Background: an optimization exercise with open tools, aiming at small area, a short achievable clock period and few clock cycles. Do not read the settings as production practice.
Only simulation tests tie the RTL to the original design; equivalence was not proved.

==> flow/design.v (excerpt) <==
module AtomRV
(
    input   wire            clk_i,
    input   wire            rst_i,
    output  wire    [31:0]  imem_addr_o,
    input   wire    [31:0]  imem_data_i,
    output  wire            imem_valid_o,
    input   wire            imem_ack_i,
    output  wire    [31:0]  dmem_addr_o,
    input   wire    [31:0]  dmem_data_i,
    output  reg     [31:0]  dmem_data_o,
    output  reg      [3:0]  dmem_sel_o,
    output  wire            dmem_we_o,
    output  wire            dmem_valid_o,
    input   wire            dmem_ack_i
);
    localparam CB  = 4;
    localparam NCH = 32 / CB;
    localparam CW  = (CB == 8) ? 2 : 3;      
    reg rst_q;
    always @(posedge clk_i) rst_q <= rst_i;
    wire        x_go;         
    wire        x_redirect;   
    wire [29:0] x_target;     
    reg  [29:0] pc_f;         
    reg         ivalid;
    reg         iout;         
    reg         idrop;        
    assign imem_addr_o  = {pc_f, 2'b00};
    assign imem_valid_o = ivalid;
    reg  [31:0] fb;
    reg  [31:0] ir;
    reg         cur_fb;       
    reg         xv;           
    reg         nv;           
    wire [31:0] cur = cur_fb ? fb : ir;
    wire        md_hold_fb;
    wire [31:0] md_dn_next;
    wire f_accept = imem_ack_i & !idrop & !nv & !x_redirect & !md_hold_fb;
    wire [29:0] pc_inc;
    AtomRV_add #(30) u_pcinc (.x(pc_f), .y(30'd0), .ci(1'b1), .s(pc_inc), .co());
    always @(posedge clk_i) begin
        ivalid <= 1'b1;
        if (rst_i) begin
            iout   <= 1'b0;
            idrop  <= 1'b0;
            pc_f   <= 30'd0;
            xv     <= 1'b0;
            nv     <= 1'b0;
  ...
Size in the first run: roughly 170 I/O pins, roughly 76000 sq um of cells after synthesis.
clock: 180.0 ns
lec_check: 0
cap_margin: 20
core_margin: 2
core_utilization: 55
cts_cluster_diameter: 80
cts_cluster_size: 28
slew_margin: 20
standard.sh (not shown) runs the stock make flow with config.mk's settings and CLKGATE_MAP_FILE= SYNTH_SCRIPT=/design/flow/synth_recipe.tcl, a recipe that flattens the netlist after the stock synthesis.
==> flow/flow/run.sh <==
#!/bin/bash
# Own layout flow: the standard ORFS flow (standard.sh) with these changes:
#  - synthesis maps logic with an area-oriented ABC script (flow/abc_map.script)
#    instead of ORFS's; everything else in synth_recipe.tcl is unchanged, so the
#    registers are the standard synthesis's;
#  - the port buffers that global placement inserts are buf_2 cells;
#  - timing repair aims for 142.5 ns of setup slack (at the design's 180 ns
#    clock, with its input and output delays), so that it sizes and buffers
#    the paths that set the achieved period; the constraints are unchanged.
# Every tool writes its full log under orfs/logs (ORFS) or ./*.log here.
set -euo pipefail
W=$(pwd)
ABC_SCRIPT="$W/flow/abc_map.script"
{
  echo "proc abc {args} {"
  echo "  set i [lsearch \$args -script]"
  echo "  set args [lreplace \$args [expr {\$i + 1}] [expr {\$i + 1}] {$ABC_SCRIPT}]"
  echo "  puts \"own flow: abc \$args\""
  echo "  yosys abc {*}\$args"
  echo "}"
  cat "$W/synth_recipe.tcl"
} > "$W/own_synth.tcl"
sed -e "s#SYNTH_SCRIPT=[^ ]*#SYNTH_SCRIPT=$W/own_synth.tcl 'BUFFER_PORTS_ARGS=-buffer_cell sky130_fd_sc_hd__buf_2' SETUP_SLACK_MARGIN=142.5#" \
    "$W/standard.sh" > "$W/own_standard.sh"
grep -q own_synth.tcl "$W/own_standard.sh"
bash "$W/own_standard.sh" > "$W/own_flow.log" 2>&1
==> flow/flow/abc_map.script <==
&get -n
&st
&dch
&nf -R 1000
&put
Testbench counts at the start, summed over its fixed seeds: cycles 44,833.
Rerun with:
--- a/flow/design.v
+++ b/flow/design.v
@@ -932,13 +932,14 @@
     reg         cur_fb;       
     reg         xv;           
     reg         nv;           
     wire [31:0] cur = cur_fb ? fb : ir;
     wire        md_hold_fb;
     wire [31:0] md_dn_next;
-    wire f_accept = imem_ack_i & !idrop & !nv & !x_redirect & !md_hold_fb;
+    wire        jmp_hold;
+    wire f_accept = imem_ack_i & !idrop & !nv & !x_redirect & !md_hold_fb & !jmp_hold;
     wire [29:0] pc_inc;
     AtomRV_add #(30) u_pcinc (.x(pc_f), .y(30'd0), .ci(1'b1), .s(pc_inc), .co());
     always @(posedge clk_i) begin
         ivalid <= 1'b1;
         if (rst_i) begin
             iout   <= 1'b0;
@@ -1104,15 +1105,15 @@
             3'b100:  alu_out = a ^ opb;
             3'b101:  alu_out = sh_out;
             3'b110:  alu_out = a | opb;
             default: alu_out = a & opb;
         endcase
     end
-    wire [29:0] pc_x, pc_x1;
+    wire [29:0] pc_x;
     AtomRV_add #(30) u_pcdec (.x(pc_f), .y({29'h1FFF_FFFF, !nv}), .ci(1'b0), .s(pc_x), .co());
-    AtomRV_add #(30) u_pcx1 (.x(pc_f), .y({30{nv}}), .ci(1'b0), .s(pc_x1), .co());
+    assign jmp_hold = xv & (is_jal | is_jalr);
     wire [31:0] pc_imm = is_auipc ? imm_u : (is_jal ? imm_j : imm_b);
     wire [29:0] pct;
     AtomRV_add #(30) u_pct (.x(pc_x), .y(pc_imm[31:2]), .ci(1'b0), .s(pct), .co());
     wire x_taken = is_jal | is_jalr | (is_br & br_cond);
     assign x_target = is_jalr ? sum[31:2] : pct;
     reg  [63:0] cyc;
@@ -1224,13 +1225,13 @@
             md_pn = {dv_ua, 32'd0};
         else if (!md_fix)
             md_pn = {dv_rn, dv_qn};
         else
             md_pn = md_p;
     end
-    wire [31:0] link = {pc_x1, 2'b00};
+    wire [31:0] link = {pc_f, 2'b00};      
     reg  [31:0] x_res;
     always @(*) begin
         if (is_lui)                 x_res = imm_u;
         else if (is_auipc)          x_res = {pct, 2'b00};
         else if (is_jal | is_jalr)  x_res = link;
         else if (is_sys)            x_res = csr_val;
Area after synthesis went down by 0.96%.
Design area went up by about 0.6%.
Routed wire length went up by 5.0%.
Count of clock-buffer cells in the layout went down by 2.
Cell count went up by 0.95%.
Flip-flop and latch count does not change.
Setup slack is worse by 140 ps.
Clock skew went down by 20 ps.
Maximum frequency went down by about 0.37%.
Critical path depth went up by 5.
Via count went up by 3.1%.
Hold slack is better by 6.0 ps.
Testbench counts after the change, summed over its fixed seeds: cycles 44,833.

## re-timing with driven ports
How much do the figures lean on ideal ports? The routed layouts below were timed once more, with nothing changed but the port constraints. Step 1: set_driving_cell puts a clkbuf_16 on clk_i and a buf_2 on each other input, an assumption about the parent block. Step 2, shift: input delay + t, output delay - t, t = (earliest + latest rising clock arrival at the registers) / 2. This alone moves slack from input paths to output paths. Slacks: ideal / step 1 / step 2; pairs: ideal / step 1.
run	t, ns	slack for setup (ns)	clock arrival spread, ns
the first run	0.826	142.468 / 142.379 / 141.779	0.086 / 0.086
the second run	0.834	142.328 / 142.271 / 141.437	0.066 / 0.066
After both steps every run listed still meets setup and hold. For the second run, which loses most, drivers alone change the setup slack by -0.057 ns; drivers and shift together by -0.891 ns.
